Background: an optimization exercise with open tools, aiming at small area and a short achievable clock period. Do not read the settings as production practice.
Power figures rest on the tool's default switching activity, not on a simulated workload.

==> module work_zyq, before the edit <==
module work_zyq(CLK,rst,keystat,dataout);
	input CLK;
	input rst;
	input [4:0]keystat;
	output [31:0]dataout;
	reg [31:0]dataout;
	reg [14:0]first;       
	reg [2:0]preop;        
	reg [4:0]prestat;      
	wire [14:0] second;
	zq_v4 uv(.d(dataout[15:0]), .v(second));
	wire subm = preop[0];
	wire [14:0] u;
	wire uco;              
	zq_rca #(15) uas(.a(first), .b(second ^ {15{subm}}), .ci(subm), .s(u), .co(uco));
	wire gt = uco & |u;
	wire [14:0] mag;       
	zq_cneg #(15) uneg(.x(u), .n(subm & ~uco), .y(mag));
	wire [15:0] sum = {uco, mag};
	wire [28:0] prod;
	zq_mul15 umul(.a(first), .b(second), .p(prod));
	wire [14:0] quo;
	zq_div15 udiv(.n(first), .d(second), .q(quo));
	wire is_add = preop == 3'b110;
	wire is_sub = preop == 3'b111;
	wire is_mul = preop == 3'b100;
	wire is_div = preop == 3'b101;
	wire is_none = ~preop[2];
	wire [28:0] ans = ({29{is_add}} & {13'd0, uco, 15'd0}) |
	                  ({29{is_add | is_sub}} & {14'd0, mag}) |
	                  ({29{is_mul}} & prod) |
	                  ({29{is_div}} & {14'd0, quo}) |
	                  29'd0;    
	wire [31:0] bcd;
	zq_bcd29 ubcd(.b(ans), .d(bcd));
	wire neg = is_sub & ~gt;
	wire [4:0] nz;         
	assign nz[0] = |bcd[3:0];
	assign nz[1] = |bcd[7:4];
	assign nz[2] = |bcd[11:8];
	assign nz[3] = |bcd[15:12];
	assign nz[4] = |bcd[19:16];
	wire [5:1] sgn;
	assign sgn[1] = neg & ~|nz[4:1];
	assign sgn[2] = neg & nz[1] & ~|nz[4:2];
	assign sgn[3] = neg & nz[2] & ~|nz[4:3];
	assign sgn[4] = neg & nz[3] & ~nz[4];
	assign sgn[5] = neg & nz[4];
	wire dz = is_div & ~|second;
	wire [31:0] res = dz ? 32'h00000EDD :
		bcd | {8'd0, {4{sgn[5]}}, {4{sgn[4]}}, {4{sgn[3]}}, {4{sgn[2]}}, {4{sgn[1]}}, 4'd0};
	wire [31:0] d_nx;
	wire [14:0] f_nx;
	wire [2:0] p_nx;
	wire [4:0] k_nx;
	zq_ctl uctl(.rst(rst), .keystat(keystat), .prestat(prestat), .dataout(dataout), .res(res),
		.first(first), .second(second), .preop(preop),
		.d_nx(d_nx), .f_nx(f_nx), .p_nx(p_nx), .k_nx(k_nx));
	always @(posedge CLK) begin
		dataout <= d_nx;
		first <= f_nx;
		preop <= p_nx;
		prestat <= k_nx;
	end
endmodule
export LEC_CHECK = 0
export CAP_MARGIN = 20
export CORE_MARGIN = 2
export CORE_UTILIZATION = 40
export SLEW_MARGIN = 20
create_clock -name core_clock -period 220.0 [get_ports {CLK}]
standard.sh (not shown) runs the stock make flow with config.mk's settings and CLKGATE_MAP_FILE= SYNTH_SCRIPT=/design/flow/synth_recipe.tcl, a recipe that flattens the netlist after the stock synthesis.
==> flow/flow/run.sh <==
#!/bin/bash
# Own layout flow: the standard synthesis and layout, except that
#  - Yosys skips the quick ABC pass inside synth (-noabc), extracts full/half adder
#    cells only in the modules listed in flow/fa_modules.txt (kept apart until mapping,
#    then flattened like the rest), and maps the logic with the area-oriented ABC script
#    in flow/abc.script (no gate upsizing); the next-state module zq_ctl is mapped with
#    ORFS's speed script;
#  - port buffers are buf_2 cells;
#  - the resizer's repair_timing aims at the slack in flow/margin.txt (the SDC's clock is
#    unchanged).
# Each tool's full output goes to a log file in the work folder.
set -euo pipefail
WORK=$(pwd)
FL=$WORK/flow
MARGIN=$(cat "$FL/margin.txt")
FAMODS=$(cat "$FL/fa_modules.txt")

sed -e "s#^source \$::env(SCRIPTS_DIR)/synth_preamble.tcl#source \$::env(SCRIPTS_DIR)/synth_preamble.tcl\nset abc_fast \$abc_args\nset abc_args [lreplace \$abc_args 1 1 $FL/abc.script]#" \
    -e "s#^  extract_fa {\*}\[dont_use_extract_fa_args\]\$#  extract_fa {*}[dont_use_extract_fa_args] $FAMODS#" \
    -e "s#^  log_cmd abc {\*}\$abc_args\$#  log_cmd abc {*}\$abc_fast zq_ctl\n  log_cmd abc {*}\$abc_args \$::env(DESIGN_NAME) $FAMODS#" \
  "$FLOW_HOME/scripts/synth.tcl" > "$WORK/own_synth.tcl"
grep -q "lreplace \$abc_args 1 1" "$WORK/own_synth.tcl"
grep -q "abc_fast zq_ctl" "$WORK/own_synth.tcl"
grep -q "extract_fa {\*}\[dont_use_extract_fa_args\] $FAMODS" "$WORK/own_synth.tcl"
sed "s#\$::env(SCRIPTS_DIR)/synth.tcl#$WORK/own_synth.tcl#" "$WORK/synth_recipe.tcl" > "$WORK/own_synth_recipe.tcl"
grep -q "own_synth.tcl" "$WORK/own_synth_recipe.tcl"
sed "s#SYNTH_SCRIPT=[^ ]*#SYNTH_SCRIPT=$WORK/own_synth_recipe.tcl#" "$WORK/standard.sh" > "$WORK/own_synth.sh"
grep -q "own_synth_recipe.tcl" "$WORK/own_synth.sh"

SYNTH_KEEP_MODULES="zq_ctl $FAMODS" SYNTH_ARGS=-noabc bash "$WORK/own_synth.sh" synth > "$WORK/synth.log" 2>&1
export BUFFER_PORTS_ARGS="-buffer_cell sky130_fd_sc_hd__buf_2"
export SETUP_SLACK_MARGIN=$MARGIN
bash "$WORK/standard.sh" > "$WORK/layout.log" 2>&1
test -f "$WORK/out/final.def"
==> flow/flow/abc.script <==
strash
dch
amap
topo
==> flow/flow/fa_modules.txt <==
zq_mul15
==> flow/flow/margin.txt <==
174.6
The starting point finished with timing, DRC and antenna clean.
==> next run, changes <==
--- a/flow/design.v
+++ b/flow/design.v
@@ -30,7 +30,7 @@
 	                  ({29{is_add | is_sub}} & {14'd0, mag}) |
 	                  ({29{is_mul}} & prod) |
 	                  ({29{is_div}} & {14'd0, quo}) |
-	                  29'd0;    
+	                  ({29{is_none}} & {14'd0, first});
 	wire [31:0] bcd;
 	zq_bcd29 ubcd(.b(ans), .d(bcd));
 	wire neg = is_sub & ~gt;
What happened:
- The new run produced a clean layout
- final area came out higher by 0.52%
- final cell count came out higher by 0.40%
- wire length came out higher by 2.1%
- worst setup slack improved by 57 ps
- sequential power is about the same
- non-clock buffer count came out higher by 9
No functional check of the RTL was part of any run of this note.

## static timing again, ports no longer ideal
How much do the figures lean on ideal ports? The routed layouts below were timed once more, with nothing changed but the port constraints.
Step 1 assumes that a clkbuf_16 drives the clock port and a buf_2 every other input.
Step 2, shift: input delay + t, output delay - t, t = (earliest + latest rising clock arrival at the registers) / 2. This alone moves slack from input paths to output paths.
Three values: ideal, step 1, step 2; two values: the first two.
run | t, ns | slack for setup (ns) | worst data-port slew with drivers (ns) | cell pins on the clock port's net
the first run | 0.332 | 174.713 / 174.715 / 174.383 | 0.04 | 1
the second run | 0.346 | 174.770 / 174.721 / 174.559 | 0.04 | 1
After both steps every run listed still meets setup and hold. The setup slack of the first run, which loses most, moves by +0.002 ns with the drivers and by -0.330 ns with both steps.
